This design comes from an exercise in tuning for small area on the open sky130 flow, not from production work. No run shown here included a check of the RTL's function; only the layout flow was run. Power and IR drop assume default switching activity.

## flow/design.v

```verilog
module bf16_mul_front(
    input  [15:0] a,
    input  [15:0] b,
    output [17:0] w
);
  wire       sa = a[15], sb = b[15];
  wire [7:0] ea = a[14:7], eb = b[14:7];
  wire [6:0] fa = a[6:0], fb = b[6:0];
  wire a_max = &ea, b_max = &eb;
  wire a_zer = ~|ea, b_zer = ~|eb;
  wire a_fz  = ~|fa, b_fz  = ~|fb;
  wire nan   = (a_max & ~a_fz) | (b_max & ~b_fz) |
               (a_max & b_zer & b_fz) | (b_max & a_zer & a_fz);
  wire inf   = a_max | b_max;
  wire zer   = a_zer | b_zer;
  wire [8:0] S = ea + eb + 9'd1;
  wire       ulo = ~S[8] & (~S[7] | ~|S[6:0]);     
  wire       uhi = S[8] & (S[7:0] > 8'd124);       
  wire       nrm = ~nan & ~inf & ~zer & ~ulo & ~uhi;    
  wire       big = ~nan & (inf | (~zer & uhi));         
  wire [7:0] e0  = {~S[7], S[6:0]};
  wire t1 = (fa[0]&fb[6]) ^ (fa[1]&fb[5]);
  wire t2 = (fa[0]&fb[6]) & (fa[1]&fb[5]);
  wire t3 = fa[0] ^ fb[0] ^ (fa[1]&fb[6]);
  wire t4 = (fa[0] & fb[0]) | (fa[0] & (fa[1]&fb[6])) | (fb[0] & (fa[1]&fb[6]));
  wire t5 = (fa[2]&fb[5]) ^ (fa[3]&fb[4]);
  wire t6 = (fa[2]&fb[5]) & (fa[3]&fb[4]);
  wire t7 = fa[1] ^ fb[1] ^ (fa[2]&fb[6]);
  wire t8 = (fa[1] & fb[1]) | (fa[1] & (fa[2]&fb[6])) | (fb[1] & (fa[2]&fb[6]));
  wire t9 = (fa[3]&fb[5]) ^ (fa[4]&fb[4]);
  wire t10 = (fa[3]&fb[5]) & (fa[4]&fb[4]);
  wire t11 = fa[2] ^ fb[2] ^ (fa[3]&fb[6]);
  wire t12 = (fa[2] & fb[2]) | (fa[2] & (fa[3]&fb[6])) | (fb[2] & (fa[3]&fb[6]));
  wire t13 = (fa[0]&fb[4]) ^ (fa[1]&fb[3]);
  wire t14 = (fa[0]&fb[4]) & (fa[1]&fb[3]);
  wire t15 = (fa[0]&fb[5]) ^ (fa[1]&fb[4]) ^ (fa[2]&fb[3]);
  wire t16 = ((fa[0]&fb[5]) & (fa[1]&fb[4])) | ((fa[0]&fb[5]) & (fa[2]&fb[3])) | ((fa[1]&fb[4]) & (fa[2]&fb[3]));
  wire t17 = (fa[3]&fb[2]) ^ (fa[4]&fb[1]);
  wire t18 = (fa[3]&fb[2]) & (fa[4]&fb[1]);
  wire t19 = (fa[2]&fb[4]) ^ (fa[3]&fb[3]) ^ (fa[4]&fb[2]);
  wire t20 = ((fa[2]&fb[4]) & (fa[3]&fb[3])) | ((fa[2]&fb[4]) & (fa[4]&fb[2])) | ((fa[3]&fb[3]) & (fa[4]&fb[2]));
  wire t21 = (fa[5]&fb[1]) ^ (fa[6]&fb[0]) ^ t1;
  wire t22 = ((fa[5]&fb[1]) & (fa[6]&fb[0])) | ((fa[5]&fb[1]) & t1) | ((fa[6]&fb[0]) & t1);
  wire t23 = (fa[4]&fb[3]) ^ (fa[5]&fb[2]) ^ (fa[6]&fb[1]);
  wire t24 = ((fa[4]&fb[3]) & (fa[5]&fb[2])) | ((fa[4]&fb[3]) & (fa[6]&fb[1])) | ((fa[5]&fb[2]) & (fa[6]&fb[1]));
  wire t25 = t3 ^ t5 ^ t2;
  wire t26 = (t3 & t5) | (t3 & t2) | (t5 & t2);
  wire t27 = (fa[5]&fb[3]) ^ (fa[6]&fb[2]) ^ t7;
  wire t28 = ((fa[5]&fb[3]) & (fa[6]&fb[2])) | ((fa[5]&fb[3]) & t7) | ((fa[6]&fb[2]) & t7);
  wire t29 = t9 ^ t4 ^ t6;
  wire t30 = (t9 & t4) | (t9 & t6) | (t4 & t6);
  wire t31 = (fa[4]&fb[5]) ^ (fa[5]&fb[4]) ^ (fa[6]&fb[3]);
  wire t32 = ((fa[4]&fb[5]) & (fa[5]&fb[4])) | ((fa[4]&fb[5]) & (fa[6]&fb[3])) | ((fa[5]&fb[4]) & (fa[6]&fb[3]));
  wire t33 = t11 ^ t8 ^ t10;
  wire t34 = (t11 & t8) | (t11 & t10) | (t8 & t10);
  wire t35 = fa[3] ^ fb[3] ^ (fa[4]&fb[6]);
  wire t36 = (fa[3] & fb[3]) | (fa[3] & (fa[4]&fb[6])) | (fb[3] & (fa[4]&fb[6]));
  wire t37 = (fa[5]&fb[5]) ^ (fa[6]&fb[4]) ^ t12;
  wire t38 = ((fa[5]&fb[5]) & (fa[6]&fb[4])) | ((fa[5]&fb[5]) & t12) | ((fa[6]&fb[4]) & t12);
  wire t39 = fa[4] ^ fb[4] ^ (fa[5]&fb[6]);
  wire t40 = (fa[4] & fb[4]) | (fa[4] & (fa[5]&fb[6])) | (fb[4] & (fa[5]&fb[6]));
  wire t41 = (fa[0]&fb[3]) ^ (fa[1]&fb[2]);
  wire t42 = (fa[0]&fb[3]) & (fa[1]&fb[2]);
  wire t43 = (fa[2]&fb[2]) ^ (fa[3]&fb[1]) ^ (fa[4]&fb[0]);
  wire t44 = ((fa[2]&fb[2]) & (fa[3]&fb[1])) | ((fa[2]&fb[2]) & (fa[4]&fb[0])) | ((fa[3]&fb[1]) & (fa[4]&fb[0]));
  wire t45 = (fa[5]&fb[0]) ^ t15 ^ t17;
  wire t46 = ((fa[5]&fb[0]) & t15) | ((fa[5]&fb[0]) & t17) | (t15 & t17);
  wire t47 = t19 ^ t21 ^ t16;
  wire t48 = (t19 & t21) | (t19 & t16) | (t21 & t16);
  wire t49 = t23 ^ t25 ^ t20;
  wire t50 = (t23 & t25) | (t23 & t20) | (t25 & t20);
  wire t51 = t27 ^ t29 ^ t24;
  wire t52 = (t27 & t29) | (t27 & t24) | (t29 & t24);
  wire t53 = t31 ^ t33 ^ t28;
  wire t54 = (t31 & t33) | (t31 & t28) | (t33 & t28);
  wire t55 = t35 ^ t37 ^ t32;
  wire t56 = (t35 & t37) | (t35 & t32) | (t37 & t32);
  wire t57 = (fa[6]&fb[5]) ^ t39 ^ t36;
  wire t58 = ((fa[6]&fb[5]) & t39) | ((fa[6]&fb[5]) & t36) | (t39 & t36);
  wire t59 = fa[5] ^ fb[5] ^ (fa[6]&fb[6]);
  wire t60 = (fa[5] & fb[5]) | (fa[5] & (fa[6]&fb[6])) | (fb[5] & (fa[6]&fb[6]));
  wire t61 = (fa[0]&fb[2]) ^ (fa[1]&fb[1]);
  wire t62 = (fa[0]&fb[2]) & (fa[1]&fb[1]);
  wire t63 = (fa[2]&fb[1]) ^ (fa[3]&fb[0]) ^ t41;
  wire t64 = ((fa[2]&fb[1]) & (fa[3]&fb[0])) | ((fa[2]&fb[1]) & t41) | ((fa[3]&fb[0]) & t41);
  wire t65 = t13 ^ t43 ^ t42;
  wire t66 = (t13 & t43) | (t13 & t42) | (t43 & t42);
  wire t67 = t14 ^ t45 ^ t44;
  wire t68 = (t14 & t45) | (t14 & t44) | (t45 & t44);
  wire t69 = t18 ^ t47 ^ t46;
  wire t70 = (t18 & t47) | (t18 & t46) | (t47 & t46);
  wire t71 = t22 ^ t49 ^ t48;
  wire t72 = (t22 & t49) | (t22 & t48) | (t49 & t48);
  wire t73 = t26 ^ t51 ^ t50;
  wire t74 = (t26 & t51) | (t26 & t50) | (t51 & t50);
  wire t75 = t30 ^ t53 ^ t52;
  wire t76 = (t30 & t53) | (t30 & t52) | (t53 & t52);
  wire t77 = t34 ^ t55 ^ t54;
  wire t78 = (t34 & t55) | (t34 & t54) | (t55 & t54);
  wire t79 = t38 ^ t57 ^ t56;
  wire t80 = (t38 & t57) | (t38 & t56) | (t57 & t56);
  wire t81 = t40 ^ t59 ^ t58;
  wire t82 = (t40 & t59) | (t40 & t58) | (t59 & t58);
  wire t83 = fa[6] ^ fb[6] ^ t60;
  wire t84 = (fa[6] & fb[6]) | (fa[6] & t60) | (fb[6] & t60);
  wire [15:0] pr0 = {1'b0, 1'b1, t83, t81, t79, t77, t75, t73, t71, t69, t67, t65, t63, (fa[2]&fb[0]), (fa[0]&fb[1]), (fa[0]&fb[0])};
  wire [15:0] pr1 = {1'b0, t84, t82, t80, t78, t76, t74, t72, t70, t68, t66, t64, t62, t61, (fa[1]&fb[0]), 1'b0};
  wire [9:0] u;                       
  wire [6:0] lc;
  assign lc[0] = 1'b0;
  genvar k;
  generate for (k = 0; k < 6; k = k + 1) begin : lca
    assign lc[k+1] = (pr0[k] & pr1[k]) | (pr0[k] & lc[k]) | (pr1[k] & lc[k]);
  end endgenerate
  wire [9:0] ug = pr0[15:6] & pr1[15:6];
  wire [9:0] up = pr0[15:6] ^ pr1[15:6];
  wire g0c = ug[0] | (up[0] & lc[6]);
  wire bg1 = ug[1] | (up[1] & g0c);
  wire bg2 = ug[3] | (up[3] & ug[2]);
  wire bp2 = up[3] & up[2];
  wire bg3 = ug[5] | (up[5] & ug[4]);
  wire bp3 = up[5] & up[4];
  wire bg4 = ug[7] | (up[7] & ug[6]);
  wire bp4 = up[7] & up[6];
  wire bg5 = ug[9] | (up[9] & ug[8]);
  wire bp5 = up[9] & up[8];
  wire bg6 = bg2 | (bp2 & bg1);
  wire bg7 = bg4 | (bp4 & bg3);
  wire bp7 = bp4 & bp3;
  wire bg8 = bg7 | (bp7 & bg6);
  wire bg9 = bg3 | (bp3 & bg6);
  wire bg10 = bg5 | (bp5 & bg8);
  wire bg11 = ug[2] | (up[2] & bg1);
  wire bg12 = ug[4] | (up[4] & bg6);
  wire bg13 = ug[6] | (up[6] & bg9);
  wire bg14 = ug[8] | (up[8] & bg8);
  wire [9:0] uc = {bg14, bg8, bg13, bg9, bg12, bg6, bg11, bg1, g0c, lc[6]};
  assign u = up ^ uc;
  wire st = (fa[0]&fb[0]) | (fa[0]&fb[1]) | (fa[0]&fb[2]) | (fa[0]&fb[3]) | (fa[0]&fb[4]) | (fa[0]&fb[5]) | (fa[1]&fb[0]) | (fa[1]&fb[1]) | (fa[1]&fb[2]) | (fa[1]&fb[3]) | (fa[1]&fb[4]) | (fa[2]&fb[0]) | (fa[2]&fb[1]) | (fa[2]&fb[2]) | (fa[2]&fb[3]) | (fa[3]&fb[0]) | (fa[3]&fb[1]) | (fa[3]&fb[2]) | (fa[4]&fb[0]) | (fa[4]&fb[1]) | (fa[5]&fb[0]);
  wire       h    = u[9];
  wire [6:0] n0   = u[7:1];           
  wire [6:0] n1   = u[8:2];           
  wire       rnd0 = u[0] & (st | n0[0]);
  wire       rnd1 = u[1] & (st | u[0] | n1[0]);
  wire [6:0] n    = h ? n1 : n0;
  wire       rnd  = h ? rnd1 : rnd0;
  wire [7:0] e0f = nrm ? e0 : {8{nan | big}};
  wire [6:0] nf  = nrm ? n  : {nan, 6'd0};
  assign w = {(sa ^ sb) | nan, e0f, h & nrm, rnd & nrm, nf};
endmodule
module bf16_mul_front_in(
    input  [15:0] a,
    input  [15:0] b,
    output [17:0] w
);
  wire       sa = a[15], sb = b[15];
  wire [7:0] ea = a[14:7], eb = b[14:7];
  wire [6:0] fa = a[6:0], fb = b[6:0];
  wire a_max = &ea, b_max = &eb;
  wire a_zer = ~|ea, b_zer = ~|eb;
  wire a_fz  = ~|fa, b_fz  = ~|fb;
  wire nan   = (a_max & ~a_fz) | (b_max & ~b_fz) |
               (a_max & b_zer & b_fz) | (b_max & a_zer & a_fz);
  wire inf   = a_max | b_max;
  wire zer   = a_zer | b_zer;
  wire [8:0] S;
  wire [8:0] ec;
  assign ec[0] = 1'b1;
  genvar j;
  generate for (j = 0; j < 8; j = j + 1) begin : eadd
    assign S[j]    = ea[j] ^ eb[j] ^ ec[j];
    assign ec[j+1] = (ea[j] & eb[j]) | (ea[j] & ec[j]) | (eb[j] & ec[j]);
  end endgenerate
  assign S[8] = ec[8];
  wire       ulo = ~S[8] & (~S[7] | ~|S[6:0]);     
  wire       uhi = S[8] & (S[7:0] > 8'd124);       
  wire       nrm = ~nan & ~inf & ~zer & ~ulo & ~uhi;    
  wire       big = ~nan & (inf | (~zer & uhi));         
  wire [7:0] e0  = {~S[7], S[6:0]};
  wire t1 = (fa[0]&fb[6]) ^ (fa[1]&fb[5]);
  wire t2 = (fa[0]&fb[6]) & (fa[1]&fb[5]);
  wire t3 = fa[0] ^ fb[0] ^ (fa[1]&fb[6]);
  wire t4 = (fa[0] & fb[0]) | (fa[0] & (fa[1]&fb[6])) | (fb[0] & (fa[1]&fb[6]));
  wire t5 = (fa[2]&fb[5]) ^ (fa[3]&fb[4]);
  wire t6 = (fa[2]&fb[5]) & (fa[3]&fb[4]);
  wire t7 = fa[1] ^ fb[1] ^ (fa[2]&fb[6]);
  wire t8 = (fa[1] & fb[1]) | (fa[1] & (fa[2]&fb[6])) | (fb[1] & (fa[2]&fb[6]));
  wire t9 = (fa[3]&fb[5]) ^ (fa[4]&fb[4]);
  wire t10 = (fa[3]&fb[5]) & (fa[4]&fb[4]);
  wire t11 = fa[2] ^ fb[2] ^ (fa[3]&fb[6]);
  wire t12 = (fa[2] & fb[2]) | (fa[2] & (fa[3]&fb[6])) | (fb[2] & (fa[3]&fb[6]));
  wire t13 = (fa[0]&fb[4]) ^ (fa[1]&fb[3]);
  wire t14 = (fa[0]&fb[4]) & (fa[1]&fb[3]);
  wire t15 = (fa[0]&fb[5]) ^ (fa[1]&fb[4]) ^ (fa[2]&fb[3]);
  wire t16 = ((fa[0]&fb[5]) & (fa[1]&fb[4])) | ((fa[0]&fb[5]) & (fa[2]&fb[3])) | ((fa[1]&fb[4]) & (fa[2]&fb[3]));
  wire t17 = (fa[3]&fb[2]) ^ (fa[4]&fb[1]);
  wire t18 = (fa[3]&fb[2]) & (fa[4]&fb[1]);
  wire t19 = (fa[2]&fb[4]) ^ (fa[3]&fb[3]) ^ (fa[4]&fb[2]);
  wire t20 = ((fa[2]&fb[4]) & (fa[3]&fb[3])) | ((fa[2]&fb[4]) & (fa[4]&fb[2])) | ((fa[3]&fb[3]) & (fa[4]&fb[2]));
  wire t21 = (fa[5]&fb[1]) ^ (fa[6]&fb[0]) ^ t1;
  wire t22 = ((fa[5]&fb[1]) & (fa[6]&fb[0])) | ((fa[5]&fb[1]) & t1) | ((fa[6]&fb[0]) & t1);
  wire t23 = (fa[4]&fb[3]) ^ (fa[5]&fb[2]) ^ (fa[6]&fb[1]);
  wire t24 = ((fa[4]&fb[3]) & (fa[5]&fb[2])) | ((fa[4]&fb[3]) & (fa[6]&fb[1])) | ((fa[5]&fb[2]) & (fa[6]&fb[1]));
  wire t25 = t3 ^ t5 ^ t2;
  wire t26 = (t3 & t5) | (t3 & t2) | (t5 & t2);
  wire t27 = (fa[5]&fb[3]) ^ (fa[6]&fb[2]) ^ t7;
  wire t28 = ((fa[5]&fb[3]) & (fa[6]&fb[2])) | ((fa[5]&fb[3]) & t7) | ((fa[6]&fb[2]) & t7);
  wire t29 = t9 ^ t4 ^ t6;
  wire t30 = (t9 & t4) | (t9 & t6) | (t4 & t6);
  wire t31 = (fa[4]&fb[5]) ^ (fa[5]&fb[4]) ^ (fa[6]&fb[3]);
  wire t32 = ((fa[4]&fb[5]) & (fa[5]&fb[4])) | ((fa[4]&fb[5]) & (fa[6]&fb[3])) | ((fa[5]&fb[4]) & (fa[6]&fb[3]));
  wire t33 = t11 ^ t8 ^ t10;
  wire t34 = (t11 & t8) | (t11 & t10) | (t8 & t10);
  wire t35 = fa[3] ^ fb[3] ^ (fa[4]&fb[6]);
  wire t36 = (fa[3] & fb[3]) | (fa[3] & (fa[4]&fb[6])) | (fb[3] & (fa[4]&fb[6]));
  wire t37 = (fa[5]&fb[5]) ^ (fa[6]&fb[4]) ^ t12;
  wire t38 = ((fa[5]&fb[5]) & (fa[6]&fb[4])) | ((fa[5]&fb[5]) & t12) | ((fa[6]&fb[4]) & t12);
  wire t39 = fa[4] ^ fb[4] ^ (fa[5]&fb[6]);
  wire t40 = (fa[4] & fb[4]) | (fa[4] & (fa[5]&fb[6])) | (fb[4] & (fa[5]&fb[6]));
  wire t41 = (fa[0]&fb[3]) ^ (fa[1]&fb[2]);
  wire t42 = (fa[0]&fb[3]) & (fa[1]&fb[2]);
  wire t43 = (fa[2]&fb[2]) ^ (fa[3]&fb[1]) ^ (fa[4]&fb[0]);
  wire t44 = ((fa[2]&fb[2]) & (fa[3]&fb[1])) | ((fa[2]&fb[2]) & (fa[4]&fb[0])) | ((fa[3]&fb[1]) & (fa[4]&fb[0]));
  wire t45 = (fa[5]&fb[0]) ^ t15 ^ t17;
  wire t46 = ((fa[5]&fb[0]) & t15) | ((fa[5]&fb[0]) & t17) | (t15 & t17);
  wire t47 = t19 ^ t21 ^ t16;
  wire t48 = (t19 & t21) | (t19 & t16) | (t21 & t16);
  wire t49 = t23 ^ t25 ^ t20;
  wire t50 = (t23 & t25) | (t23 & t20) | (t25 & t20);
  wire t51 = t27 ^ t29 ^ t24;
  wire t52 = (t27 & t29) | (t27 & t24) | (t29 & t24);
  wire t53 = t31 ^ t33 ^ t28;
  wire t54 = (t31 & t33) | (t31 & t28) | (t33 & t28);
  wire t55 = t35 ^ t37 ^ t32;
  wire t56 = (t35 & t37) | (t35 & t32) | (t37 & t32);
  wire t57 = (fa[6]&fb[5]) ^ t39 ^ t36;
  wire t58 = ((fa[6]&fb[5]) & t39) | ((fa[6]&fb[5]) & t36) | (t39 & t36);
  wire t59 = fa[5] ^ fb[5] ^ (fa[6]&fb[6]);
  wire t60 = (fa[5] & fb[5]) | (fa[5] & (fa[6]&fb[6])) | (fb[5] & (fa[6]&fb[6]));
  wire t61 = (fa[0]&fb[2]) ^ (fa[1]&fb[1]);
  wire t62 = (fa[0]&fb[2]) & (fa[1]&fb[1]);
  wire t63 = (fa[2]&fb[1]) ^ (fa[3]&fb[0]) ^ t41;
  wire t64 = ((fa[2]&fb[1]) & (fa[3]&fb[0])) | ((fa[2]&fb[1]) & t41) | ((fa[3]&fb[0]) & t41);
  wire t65 = t13 ^ t43 ^ t42;
  wire t66 = (t13 & t43) | (t13 & t42) | (t43 & t42);
  wire t67 = t14 ^ t45 ^ t44;
  wire t68 = (t14 & t45) | (t14 & t44) | (t45 & t44);
  wire t69 = t18 ^ t47 ^ t46;
  wire t70 = (t18 & t47) | (t18 & t46) | (t47 & t46);
  wire t71 = t22 ^ t49 ^ t48;
  wire t72 = (t22 & t49) | (t22 & t48) | (t49 & t48);
  wire t73 = t26 ^ t51 ^ t50;
  wire t74 = (t26 & t51) | (t26 & t50) | (t51 & t50);
  wire t75 = t30 ^ t53 ^ t52;
  wire t76 = (t30 & t53) | (t30 & t52) | (t53 & t52);
  wire t77 = t34 ^ t55 ^ t54;
  wire t78 = (t34 & t55) | (t34 & t54) | (t55 & t54);
  wire t79 = t38 ^ t57 ^ t56;
  wire t80 = (t38 & t57) | (t38 & t56) | (t57 & t56);
  wire t81 = t40 ^ t59 ^ t58;
  wire t82 = (t40 & t59) | (t40 & t58) | (t59 & t58);
  wire t83 = fa[6] ^ fb[6] ^ t60;
  wire t84 = (fa[6] & fb[6]) | (fa[6] & t60) | (fb[6] & t60);
  wire [15:0] pr0 = {1'b0, 1'b1, t83, t81, t79, t77, t75, t73, t71, t69, t67, t65, t63, (fa[2]&fb[0]), (fa[0]&fb[1]), (fa[0]&fb[0])};
  wire [15:0] pr1 = {1'b0, t84, t82, t80, t78, t76, t74, t72, t70, t68, t66, t64, t62, t61, (fa[1]&fb[0]), 1'b0};
  wire [9:0] u;                       
  wire [6:0] lc;
  assign lc[0] = 1'b0;
  genvar k;
  generate for (k = 0; k < 6; k = k + 1) begin : lca
    assign lc[k+1] = (pr0[k] & pr1[k]) | (pr0[k] & lc[k]) | (pr1[k] & lc[k]);
  end endgenerate
  wire [9:0] ug = pr0[15:6] & pr1[15:6];
  wire [9:0] up = pr0[15:6] ^ pr1[15:6];
  wire g0c = ug[0] | (up[0] & lc[6]);
  wire bg1 = ug[1] | (up[1] & g0c);
  wire bg2 = ug[3] | (up[3] & ug[2]);
  wire bp2 = up[3] & up[2];
  wire bg3 = ug[5] | (up[5] & ug[4]);
  wire bp3 = up[5] & up[4];
  wire bg4 = ug[7] | (up[7] & ug[6]);
  wire bp4 = up[7] & up[6];
  wire bg5 = ug[9] | (up[9] & ug[8]);
  wire bp5 = up[9] & up[8];
  wire bg6 = bg2 | (bp2 & bg1);
  wire bg7 = bg4 | (bp4 & bg3);
  wire bp7 = bp4 & bp3;
  wire bg8 = bg7 | (bp7 & bg6);
  wire bg9 = bg3 | (bp3 & bg6);
  wire bg10 = bg5 | (bp5 & bg8);
  wire bg11 = ug[2] | (up[2] & bg1);
  wire bg12 = ug[4] | (up[4] & bg6);
  wire bg13 = ug[6] | (up[6] & bg9);
  wire bg14 = ug[8] | (up[8] & bg8);
  wire [9:0] uc = {bg14, bg8, bg13, bg9, bg12, bg6, bg11, bg1, g0c, lc[6]};
  assign u = up ^ uc;
  wire st = (fa[0]&fb[0]) | (fa[0]&fb[1]) | (fa[0]&fb[2]) | (fa[0]&fb[3]) | (fa[0]&fb[4]) | (fa[0]&fb[5]) | (fa[1]&fb[0]) | (fa[1]&fb[1]) | (fa[1]&fb[2]) | (fa[1]&fb[3]) | (fa[1]&fb[4]) | (fa[2]&fb[0]) | (fa[2]&fb[1]) | (fa[2]&fb[2]) | (fa[2]&fb[3]) | (fa[3]&fb[0]) | (fa[3]&fb[1]) | (fa[3]&fb[2]) | (fa[4]&fb[0]) | (fa[4]&fb[1]) | (fa[5]&fb[0]);
  wire       h    = u[9];
  wire [6:0] n0   = u[7:1];           
  wire [6:0] n1   = u[8:2];           
  wire       rnd0 = u[0] & (st | n0[0]);
  wire       rnd1 = u[1] & (st | u[0] | n1[0]);
  wire [6:0] n    = h ? n1 : n0;
  wire       rnd  = h ? rnd1 : rnd0;
  wire [7:0] e0f = nrm ? e0 : {8{nan | big}};
  wire [6:0] nf  = nrm ? n  : {nan, 6'd0};
  assign w = {(sa ^ sb) | nan, e0f, h & nrm, rnd & nrm, nf};
endmodule
module bf16_mul_back(
    input  [17:0] w,
    output [15:0] z
);
  wire       s   = w[17];
  wire [7:0] e0  = w[16:9];
  wire       h   = w[8];
  wire       rnd = w[7];
  wire [6:0] n   = w[6:0];
  wire [6:0] mc;
  assign mc[0] = rnd;
  genvar k;
  generate for (k = 1; k < 7; k = k + 1) begin : inc
    assign mc[k] = rnd & (&n[k-1:0]);
  end endgenerate
  wire [6:0] m   = n ^ mc;
  wire       ovf = h & rnd & (&n);
  wire [7:0] ez  = e0 + h + ovf;
  assign z = {s, ez, m};
endmodule
module mul_tree_bf16_12(
        input clk,
        input rst,
        input [(4*32-1):0] mul_ins,
        input mul_stb,
        input [1:0] mode,
        output reg [(4*16-1):0] outputs,
        output reg [3:0] final_output_stbs_1
    );
  reg        s1, v1, v2, v3;    
  reg        m2;                
  reg [17:0] w0, w1, w2, w3;    
  reg [17:0] x0, x1;            
  reg [17:0] y0;                
  wire [17:0] w0_d, w1_d, w2_d, w3_d, x0_d, x1_d, y0_d;
  wire [15:0] p0, p1, p2, p3, q0, q1, r0;
  wire [15:0] q1_a = m2 ? 16'h3f80 : p3;
  bf16_mul_front_in f_p0 (.a(mul_ins[31:16]),   .b(mul_ins[15:0]),   .w(w0_d));
  bf16_mul_front_in f_p1 (.a(mul_ins[63:48]),   .b(mul_ins[47:32]),  .w(w1_d));
  bf16_mul_front_in f_p2 (.a(mul_ins[95:80]),   .b(mul_ins[79:64]),  .w(w2_d));
  bf16_mul_front_in f_p3 (.a(mul_ins[127:112]), .b(mul_ins[111:96]), .w(w3_d));
  bf16_mul_back  b_p0 (.w(w0), .z(p0));
  bf16_mul_back  b_p1 (.w(w1), .z(p1));
  bf16_mul_back  b_p2 (.w(w2), .z(p2));
  bf16_mul_back  b_p3 (.w(w3), .z(p3));
  bf16_mul_front f_q0 (.a(p1),   .b(p0), .w(x0_d));
  bf16_mul_front f_q1 (.a(q1_a), .b(p2), .w(x1_d));
  bf16_mul_back  b_q0 (.w(x0), .z(q0));
  bf16_mul_back  b_q1 (.w(x1), .z(q1));
  bf16_mul_front f_r0 (.a(q0), .b(q1), .w(y0_d));
  bf16_mul_back  b_r0 (.w(y0), .z(r0));
  always @(posedge clk) begin
    w0 <= w0_d; w1 <= w1_d; w2 <= w2_d; w3 <= w3_d;
    x0 <= x0_d; x1 <= x1_d;
    y0 <= y0_d;
    m2 <= (mode == 2'b10);
    if (rst) begin
      s1 <= 1'b0; v1 <= 1'b0; v2 <= 1'b0; v3 <= 1'b0;
    end else begin
      s1 <= mul_stb; v1 <= s1; v2 <= v1; v3 <= v2;
    end
  end
  always @(*) begin
    case (mode)
      2'b00: begin
        final_output_stbs_1 = {v1, v1, v1, v1};
        outputs = {p3, p2, p1, p0};
      end
      2'b01: begin
        final_output_stbs_1 = {2'b00, v2, v2};
        outputs = {p3, p2, q1, q0};
      end
      2'b10: begin
        final_output_stbs_1 = {2'b00, v1, v3};
        outputs = {p3, p2, p3, r0};
      end
      default: begin
        final_output_stbs_1 = {3'b000, v3};
        outputs = {p3, p2, p3, r0};
      end
    endcase
  end
endmodule
```

## flow/flow/run.sh

```bash
#!/bin/bash
# Layout flow: the standard layout (standard.sh) with
#  - the standard synthesis, then opt_inv.py on its netlist: it flips the
#    polarity of full adders (FA(~a,~b,~c) = ~FA(a,b,c)) where that removes
#    inverters, and absorbs inverters into neighbouring gates (see its
#    docstring); registers and ports are untouched;
#  - a smaller buffer cell on the ports (every port is still buffered);
#  - a clock tree built from clkbuf_4/clkbuf_8 without dummy loads.
# Each tool's output goes to a log of its own here (synth.log, opt_inv.log,
# standard.log); ORFS's per-step logs stay under orfs/logs/.
set -euo pipefail
export BUFFER_PORTS_ARGS="-buffer_cell sky130_fd_sc_hd__buf_2"
export CTS_ARGS="-sink_clustering_enable -repair_clock_nets -buf_list {sky130_fd_sc_hd__clkbuf_4 sky130_fd_sc_hd__clkbuf_8} -dont_use_dummy_load"
R=orfs/results/${FLOW_PLATFORM}/mul_tree_bf16_12/base

bash standard.sh synth > synth.log 2>&1
cp "$R/1_2_yosys.v" "$R/1_2_yosys.std.v"
python3 flow/opt_inv.py "$R/1_2_yosys.std.v" "$R/1_2_yosys.v" \
  "$FLOW_HOME/platforms/$FLOW_PLATFORM/lib/sky130_fd_sc_hd__tt_025C_1v80.lib" > opt_inv.log 2>&1
rm -f "$R/1_synth.odb" "$R/1_synth.sdc"
bash standard.sh > standard.log 2>&1
```

## flow/flow/opt_inv.py

```python
#!/usr/bin/env python3
"""Remove inverters around full adders in a mapped netlist.

A full adder is self-dual: FA(~a, ~b, ~c) = (~sum, ~cout).  Synthesis often
leaves full-adder cells with inverters on their inputs or outputs.  This pass
flips a full adder's polarity (takes its inputs' complements and gives the
complements of its outputs) whenever that lowers the number of inverters,
reusing existing inverters where it can.  Registers and ports are untouched.

It then absorbs inverters into the gates beside them:
  - a gate whose only load is an inverter becomes its complement (nand2 and
    and2, xor2 and xnor2, ...) and drives the inverter's net, when that is
    smaller;
  - an inverter whose loads are all xor2/xnor2 inputs goes, and those gates
    become their complements.

usage: opt_inv.py IN.v OUT.v [LIBERTY]   (without LIBERTY, only the full-adder flips)
"""
import re
import sys

PREFIX = "sky130_fd_sc_hd__"
OUT_PINS = {"X", "Y", "Q", "Q_N", "SUM", "COUT", "HI", "LO"}


def is_inv(t):
    return re.fullmatch(PREFIX + r"inv_\d+", t) is not None


def is_fa(t):
    return re.fullmatch(PREFIX + r"fa_\d+", t) is not None


class Netlist:
    def __init__(self, text):
        m = re.search(r"^\s*" + PREFIX, text, re.M)
        self.head = text[:m.start()]
        body = text[m.start():]
        end = body.rindex("endmodule")
        self.tail = body[end:]
        self.cells = {}
        for t, n, pins in re.findall(r"(" + PREFIX + r"\w+)\s+(\S+)\s*\((.*?)\);", body[:end], re.S):
            self.cells[n] = [t, dict((p, v.strip()) for p, v in re.findall(r"\.(\w+)\(([^()]*)\)", pins))]
        self.order = list(self.cells)
        self.ports = set()
        for d, rng, names in re.findall(r"^\s*(input|output)\s*(\[[^\]]*\])?\s*([^;]*);", self.head, re.M):
            for nm in names.split(","):
                self.ports.add(nm.strip())
        self.drv = {}
        self.loads = {}
        for n, (t, pins) in self.cells.items():
            for p, v in pins.items():
                self._add(n, p, v)
        self.new_nets = []
        self.k = 0

    def _port(self, net):
        base = net.split("[")[0].strip()
        return base in self.ports

    def _add(self, n, p, v):
        if p in OUT_PINS:
            self.drv[v] = (n, p)
        else:
            self.loads.setdefault(v, []).append((n, p))

    def _del(self, n, p, v):
        if p in OUT_PINS:
            if self.drv.get(v) == (n, p):
                del self.drv[v]
        else:
            self.loads[v].remove((n, p))

    def connect(self, n, p, v):
        old = self.cells[n][1][p]
        self._del(n, p, old)
        self.cells[n][1][p] = v
        self._add(n, p, v)

    def net(self):
        self.k += 1
        v = f"_opt_inv_{self.k}_"
        self.new_nets.append(v)
        return v

    def add_inv(self, a):
        y = self.net()
        n = f"_opt_inv_cell_{self.k}_"
        self.cells[n] = [PREFIX + "inv_1", {"A": a, "Y": y}]
        self.order.append(n)
        self._add(n, "A", a)
        self._add(n, "Y", y)
        return y

    def remove(self, n):
        t, pins = self.cells.pop(n)
        for p, v in pins.items():
            self._del(n, p, v)

    def inverted(self, v):
        """A net carrying ~v, made with as few new inverters as possible."""
        d = self.drv.get(v)
        if d and is_inv(self.cells[d[0]][0]):
            return self.cells[d[0]][1]["A"]
        for n, p in self.loads.get(v, []):
            if is_inv(self.cells[n][0]):
                return self.cells[n][1]["Y"]
        return self.add_inv(v)

    def sweep(self):
        changed = True
        while changed:
            changed = False
            for n in list(self.cells):
                t, pins = self.cells[n]
                if is_inv(t) and not self.loads.get(pins["Y"]) and not self._port(pins["Y"]):
                    self.remove(n)
                    changed = True

    def n_inv(self):
        return sum(1 for t, _ in self.cells.values() if is_inv(t))

    def flip(self, f):
        """Give full adder f its inputs' complements; keep every other
        net's value by rewiring or adding inverters."""
        t, pins = self.cells[f]
        for p in ("A", "B", "CIN"):
            self.connect(f, p, self.inverted(pins[p]))
        for p in ("SUM", "COUT"):
            o = pins[p]
            if self._port(o):
                return False
            o2 = self.net()
            self.connect(f, p, o2)
            # loads of o now need ~o2; an inverter on o already gives o2's
            # value, so its loads move to o2
            for n, q in list(self.loads.get(o, [])):
                if is_inv(self.cells[n][0]):
                    y = self.cells[n][1]["Y"]
                    if self._port(y):
                        continue
                    for m, r in list(self.loads.get(y, [])):
                        self.connect(m, r, o2)
            if self.loads.get(o):
                # whatever still reads o gets it from a new inverter on o2
                n = f"_opt_inv_cell_o{self.k}_"
                self.cells[n] = [PREFIX + "inv_1", {"A": o2, "Y": o}]
                self.order.append(n)
                self._add(n, "A", o2)
                self._add(n, "Y", o)
        self.sweep()
        return True

    def snapshot(self):
        return ({n: [t, dict(p)] for n, (t, p) in self.cells.items()}, list(self.order),
                {k: v for k, v in self.drv.items()}, {k: list(v) for k, v in self.loads.items()},
                list(self.new_nets), self.k)

    def restore(self, s):
        self.cells, self.order, self.drv, self.loads, self.new_nets, self.k = s

    def text(self):
        out = [self.head.rstrip("\n") + "\n"]
        used = set()
        for t, pins in self.cells.values():
            used.update(pins.values())
        for v in self.new_nets:
            if v in used:
                out.append(f"  wire {v};\n")
        for n in self.order:
            if n not in self.cells:
                continue
            t, pins = self.cells[n]
            # an escaped identifier ends at whitespace
            conns = ",\n".join(f"    .{p}({v}{' ' if v.startswith(chr(92)) else ''})"
                                for p, v in pins.items())
            out.append(f"  {t} {n} (\n{conns}\n  );\n")
        out.append(self.tail)
        return "".join(out)


# complementary cells with the same inputs (output pin X vs Y)
PAIRS = [("and2", "nand2"), ("or2", "nor2"), ("and3", "nand3"), ("or3", "nor3"),
         ("and4", "nand4"), ("or4", "nor4"), ("xor2", "xnor2"), ("a21o", "a21oi"),
         ("o21a", "o21ai"), ("a22o", "a22oi"), ("o22a", "o22ai"), ("a211o", "a211oi"),
         ("o211a", "o211ai"), ("a31o", "a31oi"), ("o31a", "o31ai")]
COMP = {}
for x, y in PAIRS:
    COMP[x] = y
    COMP[y] = x


def read_areas(lib):
    area, cur = {}, None
    for line in open(lib):
        m = re.match(r'\s*cell\s*\(\s*"?(\w+)"?\s*\)', line)
        if m:
            cur = m.group(1)
            continue
        m = re.match(r"\s*area\s*:\s*([\d.]+)", line)
        if m and cur and cur not in area:
            area[cur] = float(m.group(1))
    return area


def complement(t, area):
    """The complementary cell of t with the nearest drive, or None."""
    m = re.fullmatch(PREFIX + r"([a-z0-9]+)_(\d+)", t)
    if not m or m.group(1) not in COMP:
        return None
    base = PREFIX + COMP[m.group(1)] + "_"
    cands = sorted((int(k[len(base):]), k) for k in area if k.startswith(base) and k[len(base):].isdigit())
    if not cands:
        return None
    want = int(m.group(2))
    return min(cands, key=lambda c: (abs(c[0] - want), c[0]))[1]


def out_pin(t):
    return "X" if "X" in OUT_PINS and not re.search(r"(nand|nor|xnor|oi|ai)\d*_", t) else "Y"


def absorb(nl, area):
    n_out = n_in = 0
    for n in [c for c, (t, _) in nl.cells.items() if is_inv(t)]:
        if n not in nl.cells:
            continue
        a, y = nl.cells[n][1]["A"], nl.cells[n][1]["Y"]
        d = nl.drv.get(a)
        # output side: the inverter is the gate's only load
        if d and not nl._port(a) and len(nl.loads.get(a, [])) == 1:
            g, gp = d
            t, pins = nl.cells[g]
            c = complement(t, area)
            if c and area[c] < area[t] + area[nl.cells[n][0]]:
                nl.remove(n)
                nl._del(g, gp, a)
                del pins[gp]
                pins[out_pin(c)] = y
                nl.cells[g][0] = c
                nl._add(g, out_pin(c), y)
                n_out += 1
                continue
        # input side: every load is an xor2/xnor2 input
        ld = nl.loads.get(y, [])
        if ld and not nl._port(y) and all(re.fullmatch(PREFIX + r"x(n)?or2_\d+", nl.cells[m][0]) for m, _ in ld):
            if all(complement(nl.cells[m][0], area) for m, _ in ld):
                for m, p in list(ld):
                    t, pins = nl.cells[m]
                    c = complement(t, area)
                    o = pins[out_pin(t)]
                    nl._del(m, out_pin(t), o)
                    del pins[out_pin(t)]
                    pins[out_pin(c)] = o
                    nl.cells[m][0] = c
                    nl._add(m, out_pin(c), o)
                    nl.connect(m, p, a)
                nl.remove(n)
                n_in += 1
    return n_out, n_in


def main():
    nl = Netlist(open(sys.argv[1]).read())
    area = read_areas(sys.argv[3]) if len(sys.argv) > 3 else None
    nl.sweep()
    before = nl.n_inv()
    improved = True
    while improved:
        improved = False
        for f in [n for n, (t, _) in nl.cells.items() if is_fa(t)]:
            if f not in nl.cells:
                continue
            snap = nl.snapshot()
            cnt = nl.n_inv()
            if nl.flip(f) and nl.n_inv() < cnt:
                improved = True
            else:
                nl.restore(snap)
    flipped = nl.n_inv()
    n_out, n_in = absorb(nl, area) if area else (0, 0)
    nl.sweep()
    open(sys.argv[2], "w").write(nl.text())
    print(f"opt_inv: inverters {before} -> {flipped} by flipping full adders, "
          f"-> {nl.n_inv()} by absorbing {n_out} into their drivers and {n_in} into xor loads")


if __name__ == "__main__":
    main()
```

## flow/standard.sh

```bash
#!/bin/bash
# synth_recipe.tcl (not shown) runs the flow's synth.tcl, then flattens the netlist and writes it again
# the make line also repeats each setting of config.mk as NAME=value (left out here)
make -C /OpenROAD-flow-scripts/flow DESIGN_CONFIG=/design/flow/config.mk WORK_HOME=/design/flow/orfs CLKGATE_MAP_FILE= SYNTH_SCRIPT=/design/flow/synth_recipe.tcl "${@:-finish}"
```

## flow/config.mk

```make
export PLATFORM = sky130hd
export DESIGN_NAME = mul_tree_bf16_12
export DESIGN_NICKNAME = mul_tree_bf16_12
export VERILOG_FILES = /design/flow/design.v
export SDC_FILE = /design/flow/constraint.sdc
export NUM_CORES = 4
export LEC_CHECK = 0
export CAP_MARGIN = 20
export CORE_MARGIN = 2
export CORE_UTILIZATION = 65
export SLEW_MARGIN = 20
```

## flow/constraint.sdc

```tcl
create_clock -name core_clock -period 5.5 [get_ports {clk}]
set_input_delay 1.1000 -clock core_clock [delete_from_list [all_inputs] [get_ports {clk}]]
set_output_delay 1.1000 -clock core_clock [all_outputs]
set_load 0.01 [all_outputs]
```

==> impl_metrics.json, run 1 <==
{
  "ios": 201,
  "power_density_nw_per_um2": 556,
  "synthCells": 2338,
  "cts_buffers": 17,
  "n_antenna_cell": 0,
  "via_per_inst": 5.81,
  "yosys_warnings": 1,
  "synth_fp_nets": 2978,
  "holdCritStartpoint": "s1",
  "grt_overflow_total": 0,
  "final_util_pct": 76.8,
  "drc": 0,
  "cpPeakStageDelay_ps": 590,
  "fill_cells": 2368,
  "tritoncts": "yes",
  "io_buffers": 200,
  "run_status": "no timing/DRC/antenna violations",
  "drive_gt1_share_pct": 19.3,
  "grt_max_degree": 43,
  "finalPower_mw": 13.5,
  "maxCapViolCount": 0,
  "startpoint_type": "flop",
  "fin_skew_ps": 29.8,
  "critPathSlowestCell": "fa_1",
  "worst_path_dominant_cell_family": "adder cells",
  "reg2reg_slack_ps": 80,
  "routed_wl_um": 54300,
  "h-tree-depth": 4,
  "critPathMaxFanout": 6,
  "cts_hold_buf": 0,
  "coreArea_sq_um": 31600,
  "reg2regPathDepth": 21,
  "fin_nets": 3353,
  "crit_chain": "and4_4, and3_4, nand2_4, xor2_4, or2_4, fa_1, fa_1, fa_1, inv_2, fa_1, ha_1, a21o_1, a21oi_2, o21bai_1, a21o_1, a21o_1, a21oi_2, ha_4, buf_4, mux2i_1, nor2b_1",
  "die_height_um": 183,
  "detail-route-antenna-nets": 0,
  "peakVddDrop_v": 0.000472,
  "grt_pass1_wl_um": 89500,
  "tightest_slew_ps": 778,
  "dieArea_sq_um": 33500,
  "cts_num_sinks": 131,
  "route.vias.total": 18100,
  "fin_crit_ps": 5420,
  "dp_slack_ps": -246,
  "fin_ws_ps": 83.5,
  "wl_met1_um": 23100,
  "hold_path_depth": 1,
  "cts_max_path_buffers": 2,
  "die_w_um": 183,
  "root_buffer": "clkbuf_8",
  "row_count": 65,
  "gp_congestion": 0.989,
  "fmax_ghz": 0.185,
  "slew_viol_final": 0,
  "grt_usage_pct": 33.3,
  "hold-worst-slack_ps": 433,
  "period_share_pct": 98.5,
  "wire_per_inst_um": 17.4,
  "rsz0062_at_grt": "true",
  "worst-path-buf-inv": 2,
  "syn2layout_area_growth_pct": 16.5,
  "r2r-start": "w2[7]",
  "hold_class": "reg -> reg",
  "place_hpwl_um": 46300,
  "top_layer": "met4",
  "dr_wl_met3_um": 3610,
  "finalHoldViolations": 0,
  "crit_type": "reg -> reg",
  "setup_tns_ps": 0,
  "relSlewSlack_pct": 47.7,
  "reg2reg_to": "x1[4]",
  "min_to": "v1",
  "drtIter0Drc": 1110,
  "drtPass1Iterations": 6,
  "required_ps": 5840,
  "wl_met2_um": 26100,
  "end_kind": "flop",
  "clk_latency_ps": 470,
  "syn_avg_cell_area_sq_um": 8.90,
  "synth_area_sq_um": 20800,
  "path_clk_slew_ps": 90,
  "grt_pass1_vias": 18600,
  "crit_top_cell": "fa_1",
  "arrival_ps": 5760,
  "start_util_pct": 65.9,
  "leakage_nw": 11.5,
  "antenna_found_initial": 0,
  "setup_violations": 0
}
## worst register-to-register path: stages, from the launching register on
cell      delay [ps]
dfxtp_2          370
and4_4           220
and3_4           200
nand2_4           70
xor2_4           190
or2_4            270
fa_1             590
fa_1             450
fa_1             510
inv_2             40
fa_1             560
ha_1             240
a21o_1           190
a21oi_2          140
o21bai_1          90
a21o_1           190
a21o_1           190
a21oi_2          190
ha_4             210
buf_4            120
mux2i_1          200
nor2b_1           60
## timing repair
item	CTS	global route
buffers inserted	3	11
gates resized for setup	11	63
gates cloned	0	1
pin swaps	1	38
endpoints found under the setup margin	13	30
## sequential cells by signal (all words and copies together), names as in the netlist
signal,count
w2,18
w0,18
x1,18
m2,1
y0,18
s1,1
v2,1
v3,1
w1,18
x0,18
v1,1
w3,18
## where the power goes
part | internal, mW | switching (mW) | total, mW
Sequential | 1.38 | 0.338 | 1.72
Clock | 0.271 | 0.322 | 0.593
Combinational | 4.97 | 6.20 | 11.2
Total | 6.62 | 6.86 | 13.5
## how the worst max path moves through the flow
stage                 from    end  cells past startpoint
2_1_floorplan        w0[1]  x0[7]                     23
4_1_cts              w2[7]  x1[0]                     24
3_5_place_dp   mul_ins[16]  w0[2]                     20
6_report             w2[7]  x1[4]                     21
3_3_place_gp   mul_ins[16]  w0[2]                     20
5_1_grt              w2[0]  x1[7]                     21
## cells in the final DEF, fill, tap and decap left out, types with 85 or more instances in the layout
cell type,n
buf_2,201
fa_1,313
ha_1,185
buf_4,193
and2_1,152
nor2_1,203
nand2_1,148
a21oi_1,85
inv_1,277
o21ai_0,120
dfxtp_1,125
## final cells by class
cell class                      count  area [sq um]  area share (%)
Clock buffer                       17           234           0.965
Inverter                          281          1050            4.35
Multi-Input combinational cell   1880         17300            71.2
Sequential cell                   131          2630            10.9
Tap cell                          402           503            2.08
Timing Repair Buffer              402          2560            10.6
## stage by stage
| stage | instances | instance area (sq um) |
|---|---|---|
| 6_report | 3113 | 24200 |
| 2_1_floorplan | 2338 | 20900 |
| 5_1_grt | 3113 | 24200 |
| 4_1_cts | 3101 | 23900 |
| 3_5_place_dp | 3081 | 23600 |
| 3_3_place_gp | 3081 | 23600 |
## routing by layer
layer	global-route usage [%]	vias to the layer above
met5	0	-
met4	9.02	0
met3	5.96	100
met2	56.9	622
met1	43.8	8838
li1	-	8535
==> run 2, diff against run 1 <==
--- a/flow/design.v
+++ b/flow/design.v
@@ -14,5 +14,13 @@
   wire inf   = a_max | b_max;
   wire zer   = a_zer | b_zer;
-  wire [8:0] S = ea + eb + 9'd1;
+  wire [8:0] S;
+  wire [8:0] ec;
+  assign ec[0] = 1'b1;
+  genvar j;
+  generate for (j = 0; j < 8; j = j + 1) begin : eadd
+    assign S[j]    = ea[j] ^ eb[j] ^ ec[j];
+    assign ec[j+1] = (ea[j] & eb[j]) | (ea[j] & ec[j]) | (eb[j] & ec[j]);
+  end endgenerate
+  assign S[8] = ec[8];
   wire       ulo = ~S[8] & (~S[7] | ~|S[6:0]);     
   wire       uhi = S[8] & (S[7:0] > 8'd124);       
@@ -107,34 +115,6 @@
   wire [15:0] pr1 = {1'b0, t84, t82, t80, t78, t76, t74, t72, t70, t68, t66, t64, t62, t61, (fa[1]&fb[0]), 1'b0};
   wire [9:0] u;                       
-  wire [6:0] lc;
-  assign lc[0] = 1'b0;
-  genvar k;
-  generate for (k = 0; k < 6; k = k + 1) begin : lca
-    assign lc[k+1] = (pr0[k] & pr1[k]) | (pr0[k] & lc[k]) | (pr1[k] & lc[k]);
-  end endgenerate
-  wire [9:0] ug = pr0[15:6] & pr1[15:6];
-  wire [9:0] up = pr0[15:6] ^ pr1[15:6];
-  wire g0c = ug[0] | (up[0] & lc[6]);
-  wire bg1 = ug[1] | (up[1] & g0c);
-  wire bg2 = ug[3] | (up[3] & ug[2]);
-  wire bp2 = up[3] & up[2];
-  wire bg3 = ug[5] | (up[5] & ug[4]);
-  wire bp3 = up[5] & up[4];
-  wire bg4 = ug[7] | (up[7] & ug[6]);
-  wire bp4 = up[7] & up[6];
-  wire bg5 = ug[9] | (up[9] & ug[8]);
-  wire bp5 = up[9] & up[8];
-  wire bg6 = bg2 | (bp2 & bg1);
-  wire bg7 = bg4 | (bp4 & bg3);
-  wire bp7 = bp4 & bp3;
-  wire bg8 = bg7 | (bp7 & bg6);
-  wire bg9 = bg3 | (bp3 & bg6);
-  wire bg10 = bg5 | (bp5 & bg8);
-  wire bg11 = ug[2] | (up[2] & bg1);
-  wire bg12 = ug[4] | (up[4] & bg6);
-  wire bg13 = ug[6] | (up[6] & bg9);
-  wire bg14 = ug[8] | (up[8] & bg8);
-  wire [9:0] uc = {bg14, bg8, bg13, bg9, bg12, bg6, bg11, bg1, g0c, lc[6]};
-  assign u = up ^ uc;
+  wire [15:0] p = pr0 + pr1;
+  assign u = p[15:6];
   wire st = (fa[0]&fb[0]) | (fa[0]&fb[1]) | (fa[0]&fb[2]) | (fa[0]&fb[3]) | (fa[0]&fb[4]) | (fa[0]&fb[5]) | (fa[1]&fb[0]) | (fa[1]&fb[1]) | (fa[1]&fb[2]) | (fa[1]&fb[3]) | (fa[1]&fb[4]) | (fa[2]&fb[0]) | (fa[2]&fb[1]) | (fa[2]&fb[2]) | (fa[2]&fb[3]) | (fa[3]&fb[0]) | (fa[3]&fb[1]) | (fa[3]&fb[2]) | (fa[4]&fb[0]) | (fa[4]&fb[1]) | (fa[5]&fb[0]);
   wire       h    = u[9];
@@ -149,5 +129,5 @@
   assign w = {(sa ^ sb) | nan, e0f, h & nrm, rnd & nrm, nf};
 endmodule
-module bf16_mul_front_in(
+module bf16_mul_front_lc(
     input  [15:0] a,
     input  [15:0] b,
@@ -271,28 +251,5 @@
     assign lc[k+1] = (pr0[k] & pr1[k]) | (pr0[k] & lc[k]) | (pr1[k] & lc[k]);
   end endgenerate
-  wire [9:0] ug = pr0[15:6] & pr1[15:6];
-  wire [9:0] up = pr0[15:6] ^ pr1[15:6];
-  wire g0c = ug[0] | (up[0] & lc[6]);
-  wire bg1 = ug[1] | (up[1] & g0c);
-  wire bg2 = ug[3] | (up[3] & ug[2]);
-  wire bp2 = up[3] & up[2];
-  wire bg3 = ug[5] | (up[5] & ug[4]);
-  wire bp3 = up[5] & up[4];
-  wire bg4 = ug[7] | (up[7] & ug[6]);
-  wire bp4 = up[7] & up[6];
-  wire bg5 = ug[9] | (up[9] & ug[8]);
-  wire bp5 = up[9] & up[8];
-  wire bg6 = bg2 | (bp2 & bg1);
-  wire bg7 = bg4 | (bp4 & bg3);
-  wire bp7 = bp4 & bp3;
-  wire bg8 = bg7 | (bp7 & bg6);
-  wire bg9 = bg3 | (bp3 & bg6);
-  wire bg10 = bg5 | (bp5 & bg8);
-  wire bg11 = ug[2] | (up[2] & bg1);
-  wire bg12 = ug[4] | (up[4] & bg6);
-  wire bg13 = ug[6] | (up[6] & bg9);
-  wire bg14 = ug[8] | (up[8] & bg8);
-  wire [9:0] uc = {bg14, bg8, bg13, bg9, bg12, bg6, bg11, bg1, g0c, lc[6]};
-  assign u = up ^ uc;
+  assign u = pr0[15:6] + pr1[15:6] + lc[6];
   wire st = (fa[0]&fb[0]) | (fa[0]&fb[1]) | (fa[0]&fb[2]) | (fa[0]&fb[3]) | (fa[0]&fb[4]) | (fa[0]&fb[5]) | (fa[1]&fb[0]) | (fa[1]&fb[1]) | (fa[1]&fb[2]) | (fa[1]&fb[3]) | (fa[1]&fb[4]) | (fa[2]&fb[0]) | (fa[2]&fb[1]) | (fa[2]&fb[2]) | (fa[2]&fb[3]) | (fa[3]&fb[0]) | (fa[3]&fb[1]) | (fa[3]&fb[2]) | (fa[4]&fb[0]) | (fa[4]&fb[1]) | (fa[5]&fb[0]);
   wire       h    = u[9];
@@ -316,11 +273,5 @@
   wire       rnd = w[7];
   wire [6:0] n   = w[6:0];
-  wire [6:0] mc;
-  assign mc[0] = rnd;
-  genvar k;
-  generate for (k = 1; k < 7; k = k + 1) begin : inc
-    assign mc[k] = rnd & (&n[k-1:0]);
-  end endgenerate
-  wire [6:0] m   = n ^ mc;
+  wire [6:0] m   = n + rnd;
   wire       ovf = h & rnd & (&n);
   wire [7:0] ez  = e0 + h + ovf;
@@ -344,17 +295,17 @@
   wire [15:0] p0, p1, p2, p3, q0, q1, r0;
   wire [15:0] q1_a = m2 ? 16'h3f80 : p3;
-  bf16_mul_front_in f_p0 (.a(mul_ins[31:16]),   .b(mul_ins[15:0]),   .w(w0_d));
-  bf16_mul_front_in f_p1 (.a(mul_ins[63:48]),   .b(mul_ins[47:32]),  .w(w1_d));
-  bf16_mul_front_in f_p2 (.a(mul_ins[95:80]),   .b(mul_ins[79:64]),  .w(w2_d));
-  bf16_mul_front_in f_p3 (.a(mul_ins[127:112]), .b(mul_ins[111:96]), .w(w3_d));
+  bf16_mul_front_lc f_p0 (.a(mul_ins[31:16]),   .b(mul_ins[15:0]),   .w(w0_d));
+  bf16_mul_front_lc f_p1 (.a(mul_ins[63:48]),   .b(mul_ins[47:32]),  .w(w1_d));
+  bf16_mul_front_lc f_p2 (.a(mul_ins[95:80]),   .b(mul_ins[79:64]),  .w(w2_d));
+  bf16_mul_front_lc f_p3 (.a(mul_ins[127:112]), .b(mul_ins[111:96]), .w(w3_d));
   bf16_mul_back  b_p0 (.w(w0), .z(p0));
   bf16_mul_back  b_p1 (.w(w1), .z(p1));
   bf16_mul_back  b_p2 (.w(w2), .z(p2));
   bf16_mul_back  b_p3 (.w(w3), .z(p3));
-  bf16_mul_front f_q0 (.a(p1),   .b(p0), .w(x0_d));
-  bf16_mul_front f_q1 (.a(q1_a), .b(p2), .w(x1_d));
+  bf16_mul_front_lc f_q0 (.a(p1),   .b(p0), .w(x0_d));
+  bf16_mul_front_lc f_q1 (.a(q1_a), .b(p2), .w(x1_d));
   bf16_mul_back  b_q0 (.w(x0), .z(q0));
   bf16_mul_back  b_q1 (.w(x1), .z(q1));
-  bf16_mul_front f_r0 (.a(q0), .b(q1), .w(y0_d));
+  bf16_mul_front_lc f_r0 (.a(q0), .b(q1), .w(y0_d));
   bf16_mul_back  b_r0 (.w(y0), .z(r0));
   always @(posedge clk) begin
==> run 2 against run 1 <==
Net effect:
- the layout now fails its checks (negative setup slack)
- global-route usage is 0.64 points higher
- register-to-register slack got worse by 130 ps
- design area down 1.5%
- synthesized cell count is 3.0% lower
- clock skew is 14 ps higher
- largest power group unchanged
- final cell count down 3.0%
- setup slack got worse by 130 ps
- sequential power barely moved
==> impl_metrics.json, run 2 <==
{
  "place_hpwl_um": 46600,
  "root_buffer": "clkbuf_8",
  "detail-route-antenna-nets": 0,
  "drtIter0Drc": 1140,
  "tightest_slew_ps": 1360,
  "critPathMaxFanout": 6,
  "crit_top_cell": "fa_2",
  "reg2reg_slack_ps": -40,
  "critPathSlowestCell": "fa_2",
  "route.vias.total": 18300,
  "dieArea_sq_um": 33300,
  "path_clk_slew_ps": 90,
  "cpPeakStageDelay_ps": 580,
  "grt_pass1_vias": 18700,
  "hold_class": "reg -> reg",
  "p_comb_share_pct": 84.3,
  "cts_buffers": 17,
  "final_common_cell": "fa_1",
  "pwr-share-clk_pct": 4.1,
  "setup_violations": 8,
  "drtPass1Iterations": 7,
  "fin_nets": 3243,
  "period_share_pct": 101,
  "register_area_sq_um": 2630,
  "routed_wl_um": 55300,
  "reg2reg_to": "x1[4]",
  "wire_per_inst_um": 18.3,
  "fmax_ghz": 0.180,
  "synthCells": 2269,
  "dp_slack_ps": -257,
  "fin_cells": 3020,
  "tritoncts": "yes",
  "startpoint_type": "flop",
  "drc": 0,
  "rsz0062_at_grt": "true",
  "leakage_nw": 11.2,
  "power_density_nw_per_um2": 614,
  "cts_num_sinks": 131,
  "via_per_inst": 6.05,
  "cts_hold_buf": 0,
  "worst_path_dominant_cell_family": "adder cells",
  "cp-startpoint": "w3[7]",
  "reg2regPathDepth": 20,
  "required_ps": 5910,
  "synth_fp_nets": 2892,
  "grt_pass1_wl_um": 90400,
  "clk_latency_ps": 470,
  "power_frac_seq_pct": 11.6,
  "end_kind": "flop",
  "crit_type": "reg -> reg",
  "finalHoldViolations": 0,
  "most-common-layout-cells": "283 x fa_1, 202 x and2_1, 200 x buf_2",
  "arrival_ps": 5950,
  "peakVddDrop_v": 0.000422,
  "h-tree-depth": 4,
  "coreArea_sq_um": 31500,
  "start_util_pct": 65.8,
  "grt_usage_pct": 33.9,
  "syn2layout_area_growth_pct": 15.3,
  "so_faults": "negative setup slack",
  "antenna_found_initial": 1,
  "io_buffers": 200,
  "grt_max_degree": 42,
  "run_status": "failed layout checks",
  "r2r-start": "w3[7]",
  "relSlewSlack_pct": 8.74,
  "cts_max_path_buffers": 2,
  "ios": 201,
  "multiInputGateArea_sq_um": 17500,
  "crit_path_end": "x1[4]",
  "slew_viol_final": 0,
  "placed_cells": 2991,
  "n_antenna_cell": 0,
  "grt_overflow_total": 0,
  "gp_congestion": 0.961,
  "worst-path-buf-inv": 3,
  "crit_cells": 20,
  "syn_avg_cell_area_sq_um": 9.13,
  "die_w_um": 182,
  "yosys_warnings": 1,
  "fill_cells": 2377,
  "crit_chain": "and4_1, and4_1, fa_2, nor2_2, ha_2, fa_2, fa_2, fa_2, fa_2, fa_2, inv_2, fa_2, fa_2, a31oi_4, mux2i_2, a311oi_2, nand3_2, buf_6, buf_8, nor2_1",
  "fin_skew_ps": 43.5,
  "p_sw_mw": 7.47,
  "fin_ws_ps": -43.7,
  "drive_gt1_share_pct": 18.9,
  "maxCapViolCount": 0,
  "fin_crit_ps": 5540,
  "die_height_um": 182,
  "power.internal_mw": 7.19,
  "synth_area_sq_um": 20700,
  "row_count": 65,
  "swShare_pct": 51.0
}
## run 2: cell type report
cell class | instances | share of cell area (%)
inverters | 177 | 2.78
flip-flops and latches | 131 | 11.0
clock buffers | 17 | 0.980
repair buffers | 377 | 9.85
well taps | 402 | 2.11
multi-input cells | 1916 | 73.3
## run 2: how the worst min path moves through the flow
stage                     start  endpoint  slack, ps  cells after the start
after global placement       s1        v1        430                      1
after detailed placement     s1        v1        440                      1
final                        s1        v1        450                      1
after global routing         s1        v1        470                      1
after CTS                    v2        v3        450                      1
after floorplan              s1        v1        410                      1
## run 2: what timing repair did
item                       4_1_cts  5_1_grt
resized for setup               12       55
pin swaps                        8       39
setup buffers                    7        5
setup endpoints to repair       27       45
gates cloned                     1        1
## run 2: through the flow
step                      TNS [ps]  util (%)  power, mW  hold WS, ps  area, sq um
final                         -185      75.8       14.7          453        23900
after CTS                        0      75.1       14.0          454        23600
after detailed placement     -4000      74.1       13.2          440        23300
after global placement        -290      74.1       12.9          428        23300
after floorplan              -54.1         -       9.92          414        20800
after global routing         -3720      75.8       16.2          469        23900
## run 2: power groups by stage
| stage | Sequential [mW] | Clock (mW) | Combinational, mW |
|---|---|---|---|
| final | 1.71 | 0.597 | 12.4 |
| after global routing | 1.75 | 0.644 | 13.8 |
| after CTS | 1.70 | 0.599 | 11.7 |
| after detailed placement | 1.72 | 0 | 11.5 |
| after global placement | 1.70 | 0 | 11.2 |
| after floorplan | 1.63 | 0 | 8.29 |
## run 2: per-layer routing
layer  up-vias  wire length [um]  global-route usage (%)
li1       8536                 -                       -
met1      8952             22100                    40.6
met2       649             27600                    60.8
met3       131              3930                    7.04
met4         0              1720                    11.5
met5         -                 0                       0

==> what the ideal ports hide <==
The flow's constraints put no driver on any port. The routed layouts listed below were extracted and timed again, unchanged, in two steps. Step 1: set_driving_cell puts a clkbuf_16 on clk and a buf_2 on each other input, an assumption about the parent block. Step 2 adds t to the input delays and takes it off the output delays; t is the mean of the earliest and latest rising clock arrival at the registers after step 1. Input paths then give back, and output paths get back, about the clock's delay inside the block. Three values: no drivers, after step 1, after step 2; two values: the first two.
run | shift t [ns] | setup slack, ns | hold slack, ns | slew at the worst register clock pin (ns) | worst slew at a driven data input, ns
run 1 | 0.504 | 0.084 / 0.084 / -0.216 | 0.433 / 0.433 / 0.433 | 0.09 / 0.09 | 0.03
run 2 | 0.497 | -0.044 / -0.044 / -0.159 | 0.453 / 0.453 / 0.453 | 0.09 / 0.09 | 0.07
Met with ideal ports but missed after step 2: setup timing in run 1. For run 1, which loses most, drivers alone change the setup slack by 0.000 ns; drivers and shift together by -0.300 ns.
